Background: an optimization exercise with open tools, aiming at small area. Do not read the settings as production practice.
Only simulation tests tie the RTL to the original design; equivalence was not proved.

==> inputs of onyx <==
Design fir_filter, start of the top module:
module fir_filter (
    input CLK_Filter,
    input rst_n,
    input wire [7:0] filter_in,
    output wire [19:0] filter_out
);
  reg [7:0] d0;
  reg [7:0] d1;
  reg [7:0] d2;
  reg [7:0] d3;
  reg [7:0] d4;
  reg [7:0] d5;
  reg [7:0] d6;
  reg [7:0] d7;
  reg [7:0] d8;
  reg [7:0] d9;
  reg [7:0] d10;
  reg [7:0] d11;
  reg [7:0] d12;
  reg [7:0] d13;
  reg [7:0] d14;
  reg [7:0] d15;
  reg [7:0] d16;
  reg [7:0] d17;
  reg [7:0] d18;
  reg [7:0] d19;
  reg [7:0] d20;
  reg [7:0] d21;
  reg [7:0] d22;
  reg [7:0] d23;
  reg [7:0] d24;
  reg [19:0] q;
  reg [1:0] st;
  always @(posedge CLK_Filter or negedge rst_n) begin
    if (!rst_n) st <= 2'd0;
    else st <= {st[1] | st[0], st[1] | ~st[0]};
  end
  wire en = st[1] & st[0];
  wire [7:0] en8 = {8{en}};
  always @(posedge CLK_Filter) begin
    d0 <= filter_in;
    d1 <= d0;
    d2 <= d1;
    d3 <= ~(d2 & en8);
    d4 <= d3;
    d5 <= d4;
    d6 <= ~(d5 | ~en8);
    d7 <= d6;
    d8 <= d7;
    d9 <= ~(d8 & en8);
    d10 <= d9;
    d11 <= d10;
    d12 <= ~(d11 | ~en8);
    d13 <= d12;
    d14 <= ~(d13 & en8);
    d15 <= ~(d14 | ~en8);
    d16 <= d15;
    d17 <= d16;
    d18 <= ~(d17 & en8);
    d19 <= d18;
    d20 <= d19;
    d21 <= ~(d20 | ~en8);
    d22 <= d21;
    d23 <= d22;
    d24 <= ~(d23 & en8);
  end
  wire s0, c1;
  fir_ha us0 (.a(d4[0]), .b(d22[0]), .s(s0), .co(c1));
  wire s2, c3;
  fir_fa us2 (.a(d4[1]), .b(d22[1]), .ci(c1), .s(s2), .co(c3));
  wire s4, c5;
  ...
export LEC_CHECK = 0
export CAP_MARGIN = 20
export CORE_MARGIN = 2
export CORE_UTILIZATION = 70
export GPL_TIMING_DRIVEN = 0
export SLEW_MARGIN = 20
export SYNTH_HIERARCHICAL = 1
export SYNTH_MINIMUM_KEEP_SIZE = 0
create_clock -name core_clock -period 8.0 [get_ports {CLK_Filter}]
standard.sh (not shown) runs the stock make flow with config.mk's settings and CLKGATE_MAP_FILE= SYNTH_SCRIPT=/design/flow/synth_recipe.tcl, a recipe that flattens the netlist after the stock synthesis.
==> flow/flow/run.sh <==
#!/bin/bash
# The standard ORFS flow (the standard.sh) with two arguments changed:
# the port buffers use the smallest buffer cell, and the clock tree is built
# from smaller clusters of smaller buffers, without dummy loads.
set -euo pipefail
bash standard.sh \
  'BUFFER_PORTS_ARGS=-buffer_cell sky130_fd_sc_hd__buf_1' \
  'CTS_ARGS=-sink_clustering_enable -repair_clock_nets -sink_clustering_size 16 -sink_clustering_max_diameter 80 -sink_buffer_max_cap_derate 1.0 -buf_list {sky130_fd_sc_hd__clkbuf_8} -dont_use_dummy_load' \
  finish > standard.log 2>&1
==> xenon: changes against onyx <==
--- a/flow/design.v
+++ b/flow/design.v
@@ -591,63 +591,55 @@
   wire s524, c525;
   fir_ha us524 (.a(c523), .b(s384), .s(s524), .co(c525));
   wire s526, c527;
   fir_fa us526 (.a(c385), .b(c525), .ci(s408), .s(s526), .co(c527));
   wire s528, c529;
-  fir_ha us528 (.a(c409), .b(s432), .s(s528), .co(c529));
+  fir_fa us528 (.a(c409), .b(s432), .ci(c527), .s(s528), .co(c529));
   wire s530, c531;
-  fir_ha us530 (.a(c433), .b(s454), .s(s530), .co(c531));
+  fir_fa us530 (.a(c433), .b(s454), .ci(c529), .s(s530), .co(c531));
   wire s532, c533;
   fir_ha us532 (.a(c455), .b(s472), .s(s532), .co(c533));
   wire s534, c535;
   fir_ha us534 (.a(c473), .b(s488), .s(s534), .co(c535));
   wire s536, c537;
   fir_ha us536 (.a(s498), .b(c489), .s(s536), .co(c537));
   wire s538, c539;
   fir_ha us538 (.a(s504), .b(c499), .s(s538), .co(c539));
   wire s540, c541;
   fir_ha us540 (.a(s506), .b(c505), .s(s540), .co(c541));
-  wire g542 = c529 | (s528 & c527);
-  wire g543 = c533 | (s532 & c531);
-  wire a544 = s532 & s530;
-  wire g545 = c537 | (s536 & c535);
-  wire a546 = s536 & s534;
-  wire g547 = c541 | (s540 & c539);
-  wire a548 = s540 & s538;
-  wire a549 = s510 & s508;
-  wire a550 = s514 & s512;
-  wire g551 = c531 | (s530 & g542);
-  wire g552 = g543 | (a544 & g542);
-  wire g553 = c539 | (s538 & g545);
-  wire a554 = s538 & a546;
-  wire g555 = g547 | (a548 & g545);
-  wire a556 = a548 & a546;
-  wire a557 = s512 & a549;
-  wire a558 = a550 & a549;
-  wire g559 = c535 | (s534 & g552);
-  wire g560 = g545 | (a546 & g552);
-  wire g561 = g553 | (a554 & g552);
-  wire g562 = g555 | (a556 & g552);
-  wire a563 = s516 & a558;
-  wire a564 = s508 & g562;
-  wire a565 = a549 & g562;
-  wire a566 = a557 & g562;
-  wire a567 = a558 & g562;
-  wire a568 = a563 & g562;
-  wire o569 = s528 ^ c527;
-  wire o570 = s530 ^ g542;
-  wire o571 = s532 ^ g551;
-  wire o572 = s534 ^ g552;
-  wire o573 = s536 ^ g559;
-  wire o574 = s538 ^ g560;
-  wire o575 = s540 ^ g561;
-  wire o576 = s508 ^ g562;
-  wire o577 = s510 ^ a564;
-  wire o578 = s512 ^ a565;
-  wire o579 = s514 ^ a566;
-  wire o580 = s516 ^ a567;
-  wire [19:0] y = {o580, o579, o578, o577, o576, o575, o574, o573, o572, o571, o570, o569, s526, s524, s522, s520, s518, s308, s296, s288};
+  wire g542 = c533 | (s532 & c531);
+  wire g543 = c537 | (s536 & c535);
+  wire a544 = s536 & s534;
+  wire g545 = c541 | (s540 & c539);
+  wire a546 = s540 & s538;
+  wire a547 = s510 & s508;
+  wire a548 = s514 & s512;
+  wire g549 = c535 | (s534 & g542);
+  wire g550 = g543 | (a544 & g542);
+  wire a551 = s508 & g545;
+  wire a552 = s508 & a546;
+  wire a553 = a547 & g545;
+  wire a554 = a547 & a546;
+  wire a555 = s516 & a548;
+  wire g556 = c539 | (s538 & g550);
+  wire g557 = g545 | (a546 & g550);
+  wire g558 = a551 | (a552 & g550);
+  wire g559 = a553 | (a554 & g550);
+  wire a560 = s512 & g559;
+  wire a561 = a548 & g559;
+  wire a562 = a555 & g559;
+  wire o563 = s532 ^ c531;
+  wire o564 = s534 ^ g542;
+  wire o565 = s536 ^ g549;
+  wire o566 = s538 ^ g550;
+  wire o567 = s540 ^ g556;
+  wire o568 = s508 ^ g557;
+  wire o569 = s510 ^ g558;
+  wire o570 = s512 ^ g559;
+  wire o571 = s514 ^ a560;
+  wire o572 = s516 ^ a561;
+  wire [19:0] y = {o572, o571, o570, o569, o568, o567, o566, o565, o564, o563, s530, s528, s526, s524, s522, s520, s518, s308, s296, s288};
   always @(posedge CLK_Filter or negedge rst_n) begin
     if (!rst_n) q <= 20'd0;
     else q <= y & {20{en}};
   end
   assign filter_out = q;
==> run notes <==
Flip-flop and latch count is the same in xenon and onyx. Non-clock buffer count: onyx is higher than xenon (1). Of onyx and xenon, onyx has the higher hold slack (gap 0.014 ns). Against onyx, the die area of xenon is smaller by about 1.3%. In onyx the clock-buffer cell count is higher than in xenon, by 1. Final area: xenon is smaller than onyx (1.5%). Sequential share of layout area: onyx is lower than xenon (0.63 points). Between onyx and xenon, the lower via count is in xenon (gap about 6%, measured against xenon). Against onyx, the global-route usage of xenon is lower by 1.5 points.
==> figures <==
metric	onyx	xenon
Data arrival, critical path	8.18 ns	8.15 ns
Multi-input logic area	5760 µm²	5620 µm²
Worst R2R Start	d8[0]	d4[0]
Detailed-routing wirelength on met1	8480 µm	7400 µm
Synth top area share	45.7%	46.7%
Placed instance area	10800 µm²	10700 µm²
Status	timing/DRC/antenna clean	timing/DRC/antenna clean
Area share of and/or/nand/nor cells after synthesis	4.96%	4.27%
Non-clock inverter count	36	35
Xor-xnor portion of the synthesized cell area	0.252%	0.340%
Non-clock buffer count in the final layout	42	41
Layout-to-synthesis area ratio	1.064x	1.062x
Setup WS pre-CTS	-0.301 ns	-0.0892 ns
Maximum number of pins on one net before global-route repair	23	17
End point of the most critical hold path	d23[2]	d2[4]
Fraction of final layout cells sized beyond drive strength 1	6.80%	4.89%
Required time of the critical path	8.40 ns	8.39 ns
Detail Route met2 WL	10600 µm	10400 µm

==> port drivers added, routing unchanged <==
In the flow no input, the clock included, has a driving cell. The finished layouts below were timed again as built, in two steps.
Step 1, drivers: a clkbuf_16 drives CLK_Filter and a buf_2 each remaining input, both assumed.
Step 2 moves the port delays by t, midway between the first and last clock arrival at a register: inputs arrive t later, outputs are due t later. That takes back most of the time a late clock gives input paths.
Slacks: no drivers / after step 1 / after step 2; pairs: no drivers / after step 1.
| run | shift t [ns] | slack for setup (ns) | latest minus earliest clock arrival (ns) | slew at the worst register clock pin (ns) | worst slew at a driven data input, ns |
|---|---|---|---|---|---|
| onyx | 0.531 | 0.217 / 0.217 / 0.217 | 0.074 / 0.074 | 0.11 / 0.11 | 0.03 |
| xenon | 0.530 | 0.243 / 0.243 / 0.243 | 0.044 / 0.045 | 0.11 / 0.11 | 0.03 |
After both steps every run listed still meets setup and hold.
